Background: an optimization exercise with open tools, aiming at a short achievable clock period and few clock cycles. Do not read the settings as production practice. Power figures rest on the tool's default switching activity, not on a simulated workload.

Setup of build 79:
Design cpu_pipeline, start of the top module:
module cpu_pipeline (
    input clk,           
    input rst_n,         
    output [31:0] imem_addr,     
    input  [31:0] imem_rdata,    
    output [31:0] dmem_addr,     
    output [31:0] dmem_wdata,    
    output        dmem_we,       
    input  [31:0] dmem_rdata     
);
export LEC_CHECK = 0
export CAP_MARGIN = 40
export CORE_MARGIN = 2
export CORE_UTILIZATION = 40
export CTS_CLUSTER_DIAMETER = 100
export CTS_CLUSTER_SIZE = 20
export PLACE_DENSITY = 0.6
export SETUP_SLACK_MARGIN = 5
export SLEW_MARGIN = 40
create_clock -name core_clock -period 13.0 [get_ports {clk}]
standard.sh (not shown) runs the stock make flow with config.mk's settings and CLKGATE_MAP_FILE= SYNTH_SCRIPT=/design/flow/synth_recipe.tcl, a recipe that flattens the netlist after the stock synthesis.
==> flow/flow/run.sh <==
#!/bin/bash
# Layout flow: the standard flow (standard.sh: ORFS with the standard
# synthesis), with two changes to how the layout is made; the constraints
# (constraint.sdc) are unchanged:
#  - timing repair aims at a larger setup slack margin, so that it works
#    towards the period the design can reach rather than the design's 13 ns;
#  - after global placement, flow/outbuf.tcl moves each output port's buffer
#    next to the register that feeds it (detailed placement legalizes it).
# Each tool's log is in orfs/logs/; make's own output is in flow_make.log.
set -euo pipefail
MARGIN=${MARGIN:-9}
sed -e "s|SETUP_SLACK_MARGIN=[-0-9.]*|SETUP_SLACK_MARGIN=$MARGIN POST_GLOBAL_PLACE_TCL=$PWD/flow/outbuf.tcl|" standard.sh > standard_margin.sh
grep -q "SETUP_SLACK_MARGIN=$MARGIN" standard_margin.sh
bash standard_margin.sh finish > flow_make.log 2>&1
==> flow/flow/outbuf.tcl <==
# Move the buffer of each output port, and any inverter or buffer between
# it and the register that feeds it, next to that register, so that the
# buffer, not the register, drives the wire to the pin. Detailed placement
# legalizes the moved cells afterwards.
proc outbuf_driver {inst} {
  foreach it [$inst getITerms] {
    if {[$it isInputSignal] && [$it getNet] != "NULL"} {
      foreach jt [[$it getNet] getITerms] {
        if {[$jt isOutputSignal]} { return [$jt getInst] }
      }
    }
  }
  return ""
}
proc outbuf_is_single {inst} {
  set n 0
  foreach it [$inst getITerms] {
    if {[$it isInputSignal] && [$it getNet] != "NULL"} { incr n }
  }
  set m [[$inst getMaster] getName]
  return [expr {$n == 1 && [regexp {__(inv|buf|clkbuf|clkinv)_} $m]}]
}
set block [ord::get_db_block]
set moved 0
foreach bterm [$block getBTerms] {
  if {[$bterm getIoType] != "OUTPUT"} { continue }
  set net [$bterm getNet]
  if {$net == "NULL"} { continue }
  set buf ""
  foreach it [$net getITerms] {
    if {[$it isOutputSignal]} { set buf [$it getInst] }
  }
  if {$buf == ""} { continue }
  set chain [list $buf]
  set src [outbuf_driver $buf]
  while {$src != "" && [outbuf_is_single $src] && [llength $chain] < 4} {
    lappend chain $src
    set src [outbuf_driver $src]
  }
  if {$src == ""} { continue }
  set loc [$src getLocation]
  foreach c $chain {
    $c setLocation [lindex $loc 0] [lindex $loc 1]
    incr moved
  }
}
puts "outbuf: moved $moved cells next to the registers that drive the outputs"
Edits applied to the flow inputs when going from build 79 to trial 70:
diff --git a/flow/design.v b/flow/design.v
--- a/flow/design.v
+++ b/flow/design.v
@@ -375,17 +375,15 @@
 reg         e_pt, e_ptok;
 reg         e_a_m, e_a_r, e_b_m, e_b_r, e_s_m, e_s_r;
 reg         e_ac_m, e_bc_m;      
 reg         e_add, e_sub, e_slt, e_sltu, e_and, e_or, e_xor, e_nor, e_passb;
 reg         e_sll, e_srl, e_sra;
 reg  [31:0] m_res, m_sd;
+reg  [31:0] m_cmpn;              
 reg         m_we, m_rw, m_lw;
 reg  [4:0]  m_dst;
-reg  [31:0] w_res;
-reg         w_rw;
-reg  [4:0]  w_dst;
 reg  [31:0] pci, ma;
 reg  [31:0] ra;
 reg         u_upd, u_taken;
 reg         l_upd, l_taken;
 reg  [15:0] l_hit;
 reg  [11:0] u_tag, u_tgt;
@@ -492,27 +490,25 @@
     .op_sra  (d_sra)
 );
 wire [31:0] rf_rs, rf_rt;
 RegisterFile RF (
     .clk  (clk),
     .rst_n(rst_n),
-    .we   (w_rw),
-    .wa   (w_dst),
-    .wd   (w_res),
+    .we   (m_rw),
+    .wa   (m_dst),
+    .wd   (m_out),
     .ra1  (d_rs_oh),
     .ra2  (d_rt_oh),
     .rd1  (rf_rs),
     .rd2  (rf_rt)
 );
 wire [31:0] m_out;
 wire d_rs_m = m_rw && m_dst == d_rs;
 wire d_rt_m = m_rw && m_dst == d_rt;
-wire d_rs_w = w_rw && w_dst == d_rs;
-wire d_rt_w = w_rw && w_dst == d_rt;
-wire [31:0] d_rsv = d_rs_m ? m_out : d_rs_w ? w_res : rf_rs;
-wire [31:0] d_rtv = d_rt_m ? m_out : d_rt_w ? w_res : rf_rt;
+wire [31:0] d_rsv = d_rs_m ? m_out : rf_rs;
+wire [31:0] d_rtv = d_rt_m ? m_out : rf_rt;
 wire d_rw = d_writes & (d_dst != 5'd0);
 wire stall = d_valid & d_stall;
 wire [17:2] d_btl;
 wire        d_btc;
 KSAdd #(.W(17)) BTA (
     .a  ({1'b0, d_pc4[17:2]}),
@@ -546,39 +542,31 @@
     .arith(e_add), .sub(e_sub), .op_slt(e_slt), .op_sltu(e_sltu),
     .op_and(e_and), .op_or(e_or), .op_xor(e_xor), .op_nor(e_nor), .op_passb(e_passb),
     .op_sll(e_sll), .op_srl(e_srl), .op_sra(e_sra),
     .S(e_res)
 );
 BranchCond BC (
-    .m(m_res), .ra(e_a), .rb(e_b), .pnpc(e_pnpc),
+    .m(~m_cmpn), .ra(e_a), .rb(e_b), .pnpc(e_pnpc),
     .a_m(e_ac_m), .b_m(e_bc_m),
     .is_beq(e_beq), .is_bne(e_bne), .is_blez(e_blez), .is_bgtz(e_bgtz), .is_bgez(e_bgez),
     .taken(taken), .jr_ne(jr_ne)
 );
 wire mis_br  = e_brv & (taken ? ~e_ptok : e_pt);   
 wire mis_jr  = e_jrxv & jr_ne;                      
-wire e_mis   = mis_br | mis_jr;    
+wire e_mis   = mis_br | mis_jr;
 MEM MEM1 (.is_lw(m_lw), .alu_res(m_res), .rdata(dmem_rdata), .res(m_out));
 assign dmem_addr  = ma;
 assign dmem_wdata = m_sd;
 assign dmem_we    = m_we;
 wire d_go = d_valid & ~stall;             
-wire        e_sel_a  = mis_jr;
-wire        e_sel_bt = e_brv & taken & ~e_ptok;
-wire        e_sel_p4 = e_brv & ~taken & e_pt;
-wire        e_keep   = ~(e_sel_a | e_sel_bt | e_sel_p4);
-wire        d_sel_f  = ~stall & ~d_red;
-wire [31:0] pc_next = ({32{e_sel_a}}  & A) | ({32{e_sel_bt}} & e_bt) | ({32{e_sel_p4}} & e_pc4) |
-                      ({32{e_keep & stall}}             & pcx)    |
-                      ({32{e_keep & ~stall & d_red}}    & d_rtgt) |
-                      ({32{e_keep & d_sel_f & f_sel_j}}  & f_jt)   |
-                      ({32{e_keep & d_sel_f & f_sel_jr}} & ras)    |
-                      ({32{e_keep & d_sel_f & f_sel_bt}} & f_btgt) |
-                      ({32{e_keep & d_sel_f & f_sel_p4}} & f_pc4);
-wire [31:0] pc_next_i = ({32{e_sel_a}}  & A) | ({32{e_sel_bt}} & e_bt) | ({32{e_sel_p4}} & e_pc4) |
-                        ({32{e_keep}} & (d_red ? d_rtgt : f_npc));
+wire [31:0] e_tgt   = e_jrxv ? A : (taken ? e_bt : e_pc4);
+wire [31:0] pc_rest = ({32{stall}}           & pcx)    |
+                      ({32{~stall & d_red}}  & d_rtgt) |
+                      ({32{~stall & ~d_red}} & f_npc);
+wire [31:0] pc_next = e_mis ? e_tgt : pc_rest;
+wire [31:0] pc_next_i = ({32{e_mis}} & e_tgt) | ({32{~e_mis}} & (d_red ? d_rtgt : f_npc));
 always @(posedge clk or negedge rst_n) begin
     if (~rst_n) begin
         pc      <= 32'h0000_0000;
         pci     <= 32'h8000_0000;
         d_valid <= 1'b0;
     end else begin
@@ -692,23 +680,13 @@
         ma <= 32'd0;
     end else begin
         ma <= e_res;
     end
 end
 always @(posedge clk) begin
-    m_res <= e_res;
+    m_res  <= e_res;
+    m_cmpn <= ~e_res;
     m_sd  <= SD;
     m_lw  <= e_lwv;
     m_dst <= e_dst;
 end
-always @(posedge clk or negedge rst_n) begin
-    if (~rst_n) begin
-        w_rw <= 1'b0;
-    end else begin
-        w_rw <= m_rw;
-    end
-end
-always @(posedge clk) begin
-    w_res <= m_out;
-    w_dst <= m_dst;
-end
 endmodule
Notes after the runs:
Looking at combinational power, trial 70 sits above build 79. Relative to build 79, relative area change from synthesis to final layout increased by 1.1 points in trial 70. Wire length: trial 70 vs build 79 down about 1%. Setup slack ended up 0.052 ns higher on trial 70 than on build 79. In the tables for trial 70 and build 79, total leakage power reads lower with trial 70. Build 79 consumes less power than trial 70. Looking at pre-CTS worst setup slack, trial 70 sits 0.40 ns above build 79. As of trial 70, post-CTS resize count had fallen by a little under 10% compared to build 79. Between build 79 and trial 70, the flow reports flip-flop and latch area decreasing slightly.
No functional check of the RTL was part of any run of this note.

re-timing with driven ports:
No port has a modelled driver above. Below, the same layouts with a new extraction and two added sets of constraints. Step 1 (the two cells are an assumption about what drives the block):
set clk [get_ports {clk}]
set_driving_cell -lib_cell sky130_fd_sc_hd__clkbuf_16 $clk
set_driving_cell -lib_cell sky130_fd_sc_hd__buf_2 [delete_from_list [all_inputs] $clk]
Step 2, shift: input delay + t, output delay - t, t = (earliest + latest rising clock arrival at the registers) / 2. This alone moves slack from input paths to output paths. Slacks: ideal / step 1 / step 2; pairs: ideal / step 1.
run	t, ns	setup WS [ns]	worst setup path after step 2	latest minus earliest clock arrival (ns)	slew at the worst register clock pin (ns)
build 79	0.942	8.932 / 8.870 / 8.181	input to register	0.107 / 0.107	0.10 / 0.10
trial 70	0.936	8.985 / 8.891 / 8.083	input to register	0.094 / 0.094	0.10 / 0.10
After both steps every run listed still meets setup and hold. The setup slack of trial 70, which loses most, moves by -0.094 ns with the drivers and by -0.902 ns with both steps.
